Background: an optimization exercise with open tools, aiming at small area and a short achievable clock period. Do not read the settings as production practice. Only simulation tests tie the RTL to the original design; equivalence was not proved. No driver is modelled on the clock port, so clocking that relies on it looks cheaper here than on a real chip. No activity file was given, so power comes from the tool's default toggle rates.

try-maple:
==> flow/design.v (excerpt) <==
module pe (
    input               clk,
    input               rst,
    input  signed [7:0] weight,
    input  signed [7:0] inmap,
    input               inmap_vld,
    input               weight_vld,
    input  signed [7:0] bias,
    output signed [7:0] outmap,
    output              outmap_vld,
    output signed [15:0] outraw
);
Size: roughly 360 cells after synthesis, about 53 I/O pins, roughly 3200 µm² of cells after synthesis.
clock: 10.5 ns
lec_check: 0
cap_margin: 20
core_margin: 2
core_utilization: 40
slew_margin: 80
synth_hierarchical: 1
synth_minimum_keep_size: 0
standard.sh (not shown) runs the stock make flow with config.mk's settings and CLKGATE_MAP_FILE= SYNTH_SCRIPT=/design/flow/synth_recipe.tcl, a recipe that flattens the netlist after the stock synthesis.
==> flow/flow/run.sh <==
#!/bin/bash
# Own layout flow: the standard ORFS layout (standard.sh, which also runs the standard
# synthesis) with two changes:
#  - port buffers are buf_1 instead of the buffer the port buffering picks by default
#    (every input and output port still gets its own buffer; the sizing may upsize it);
#  - before clock-tree synthesis, pre_cts.tcl runs a timing-driven sizing pass (gate
#    upsizing and pin swaps only) aiming at a worst slack SIZE_EXTRA_SLACK ns above the
#    placed one.
# The final report's power-grid check has failed now and then on a placement; if the run
# fails, it is redone from scratch with a slightly smaller sizing target. Each attempt's
# output is in standard_flow_<target>.log; ORFS's own logs are under orfs/logs.
set -uo pipefail
here=$(cd "$(dirname "$0")" && pwd)
export BUFFER_PORTS_ARGS="-buffer_cell sky130_fd_sc_hd__buf_1"
export PRE_CTS_TCL="$here/pre_cts.tcl"
for x in 0.45 0.40 0.35 0.30; do
  rm -rf orfs out/final.def
  if SIZE_EXTRA_SLACK=$x bash standard.sh > "standard_flow_$x.log" 2>&1 && [[ -f out/final.def ]]; then
    echo "layout done with sizing target +$x ns"
    exit 0
  fi
  echo "layout with sizing target +$x ns failed; see standard_flow_$x.log"
done
exit 1
==> flow/flow/pre_cts.tcl <==
# Timing-driven gate sizing before CTS: upsize gates and swap pins (no buffering) on the
# worst paths until the worst slack is SIZE_EXTRA_SLACK ns above what placement left.
estimate_parasitics -placement
set ws [worst_slack -max]
puts "pre_cts sizing: worst slack $ws, target [expr {$ws + $::env(SIZE_EXTRA_SLACK)}]"
repair_timing -setup -setup_margin [expr {$ws + $::env(SIZE_EXTRA_SLACK)}] \
  -sequence "sizeup,swap" -repair_tns 0 -verbose
puts "pre_cts sizing: worst slack now [worst_slack -max]"
#### Input delta (try-nickel over try-maple)
Settings: SLEW_MARGIN now 60, was 80.
diff --git a/flow/flow/run.sh b/flow/flow/run.sh
--- a/flow/flow/run.sh
+++ b/flow/flow/run.sh
@@ -15,2 +15,3 @@
 export PRE_CTS_TCL="$here/pre_cts.tcl"
+export SETUP_SLACK_MARGIN=2.15 SETUP_MOVE_SEQUENCE=sizeup,swap TNS_END_PERCENT=0
 for x in 0.45 0.40 0.35 0.30; do
### Flow results
- try-nickel ended up with a lower largest fanout of any net on the critical path than try-maple did.
- The final-layout clock-cell area share of try-maple and that of try-nickel are within noise of each other.
- Going from try-maple to try-nickel, post-route worst hold slack lost 3.0 ps, fmax went up 4.7%, sequential share of layout area essentially unchanged, overall power barely changed.
- try-nickel vs. try-maple: clock tree skew after final layout has remained practically unchanged, routed wire length has decreased.
Modified inputs, try-quartz compared to try-nickel
==> flow/flow/run.sh <==
#!/bin/bash
# Own layout flow: the standard ORFS layout (standard.sh) with two changes:
#  - port buffers use buf_2 instead of the buffer the port buffering picks by default
#    (every input and output port still gets its own buffer);
#  - before clock-tree synthesis, a timing-driven sizing pass (gate upsizing and pin
#    swaps only, no new buffers) aims at a worst slack somewhat above the placed one.
set -euo pipefail
here=$(cd "$(dirname "$0")" && pwd)
export BUFFER_PORTS_ARGS="-buffer_cell sky130_fd_sc_hd__buf_2"
export PRE_CTS_TCL="$here/pre_cts.tcl"
export SIZE_EXTRA_SLACK="${SIZE_EXTRA_SLACK:-0.5}"
bash standard.sh > standard_flow.log 2>&1
Notes after the runs:
- try-nickel → try-quartz: global-route wire length before repair went up; HPWL reported at the end of detailed placement has remained practically unchanged; global-route usage closely matched the old numbers.
- try-nickel → try-quartz: count of vias placed by the detailed router fell by 0.35%, routability congestion estimate rose by 1.2%, initial DRC count fell by 37.
- try-quartz did not finish; the tool stopped in final report (6_report) with error PSM-0069.
- try-nickel -> try-quartz: wire length the detailed router placed on met1 decreased slightly
- Changes observed in try-quartz relative to try-nickel: count of cells resized by post-cts repair fell by 11%, wire length reported by the detailed router stayed essentially flat.
Changes in try-umber relative to try-quartz:
==> flow/flow/run.sh <==
#!/bin/bash
# Own layout flow: the standard ORFS layout (standard.sh, which also runs the standard
# synthesis) with two changes:
#  - port buffers are buf_1 instead of the buffer the port buffering picks by default
#    (every input and output port still gets its own buffer; the sizing may upsize it);
#  - before clock-tree synthesis, pre_cts.tcl runs a timing-driven sizing pass (gate
#    upsizing and pin swaps only) aiming at a worst slack SIZE_EXTRA_SLACK ns above the
#    placed one.
# The final report's power-grid check has failed now and then on a placement; if the run
# fails, it is redone from scratch with a slightly smaller sizing target. Each attempt's
# output is in standard_flow_<target>.log; ORFS's own logs are under orfs/logs.
set -uo pipefail
here=$(cd "$(dirname "$0")" && pwd)
export BUFFER_PORTS_ARGS="-buffer_cell sky130_fd_sc_hd__buf_1"
export PRE_CTS_TCL="$here/pre_cts.tcl"
for x in 0.55 0.45 0.40 0.35; do
  rm -rf orfs out/final.def
  if SIZE_EXTRA_SLACK=$x bash standard.sh > "standard_flow_$x.log" 2>&1 && [[ -f out/final.def ]]; then
    echo "layout done with sizing target +$x ns"
    exit 0
  fi
  echo "layout with sizing target +$x ns failed; see standard_flow_$x.log"
done
exit 1
## What came out
- try-umber did not stop at any stage, and its layout met the timing, design-rule and antenna checks.
- try-umber against try-quartz: number of cells upsized or downsized after cts lower; DRC violation total after the first TritonRoute iteration picked up an extra 1; global routing usage on met2 decreased 0.74 points.
- From try-umber to try-quartz, compound-cell area share of the yosys netlist did not move at all.
- Taking try-quartz as the reference, in try-umber number of buffers created by CTS comparable, global-route usage comparable, total length of routed met3 wires now smaller.
- Sort try-quartz and try-umber by post-route met1 wirelength asc -> top: try-umber
- On first-pass GRT wire length: between try-quartz and try-umber, it ends up higher for try-quartz.
- Per the comparison of try-umber with try-quartz, worst-case setup slack after placement went down 110 ps; via count went down about 1%.

what the ideal ports hide:
In the flow no input, the clock included, has a driving cell. The finished layouts below were timed again as built, in two steps. Step 1 assumes that a clkbuf_16 drives the clock port and a buf_2 every other input. Step 2 times the ports against the registers' clock, not the clock port: input delays grow and output delays shrink by t, the midpoint of the rising clock arrivals with the driver on. a / b / c = ideal / step 1 / step 2; a / b = the first two.
run	t (ns)	setup WS [ns]	slew at the worst register clock pin (ns)
try-maple	0.286	1.980 / 1.957 / 1.957	0.08 / 0.08
try-nickel	0.280	2.364 / 2.328 / 2.328	0.08 / 0.08
try-umber	0.281	2.125 / 2.105 / 2.105	0.08 / 0.08
After both steps setup and hold are still met in every run listed. For try-nickel, which loses most, drivers alone change the setup slack by -0.036 ns; drivers and shift together by -0.036 ns.
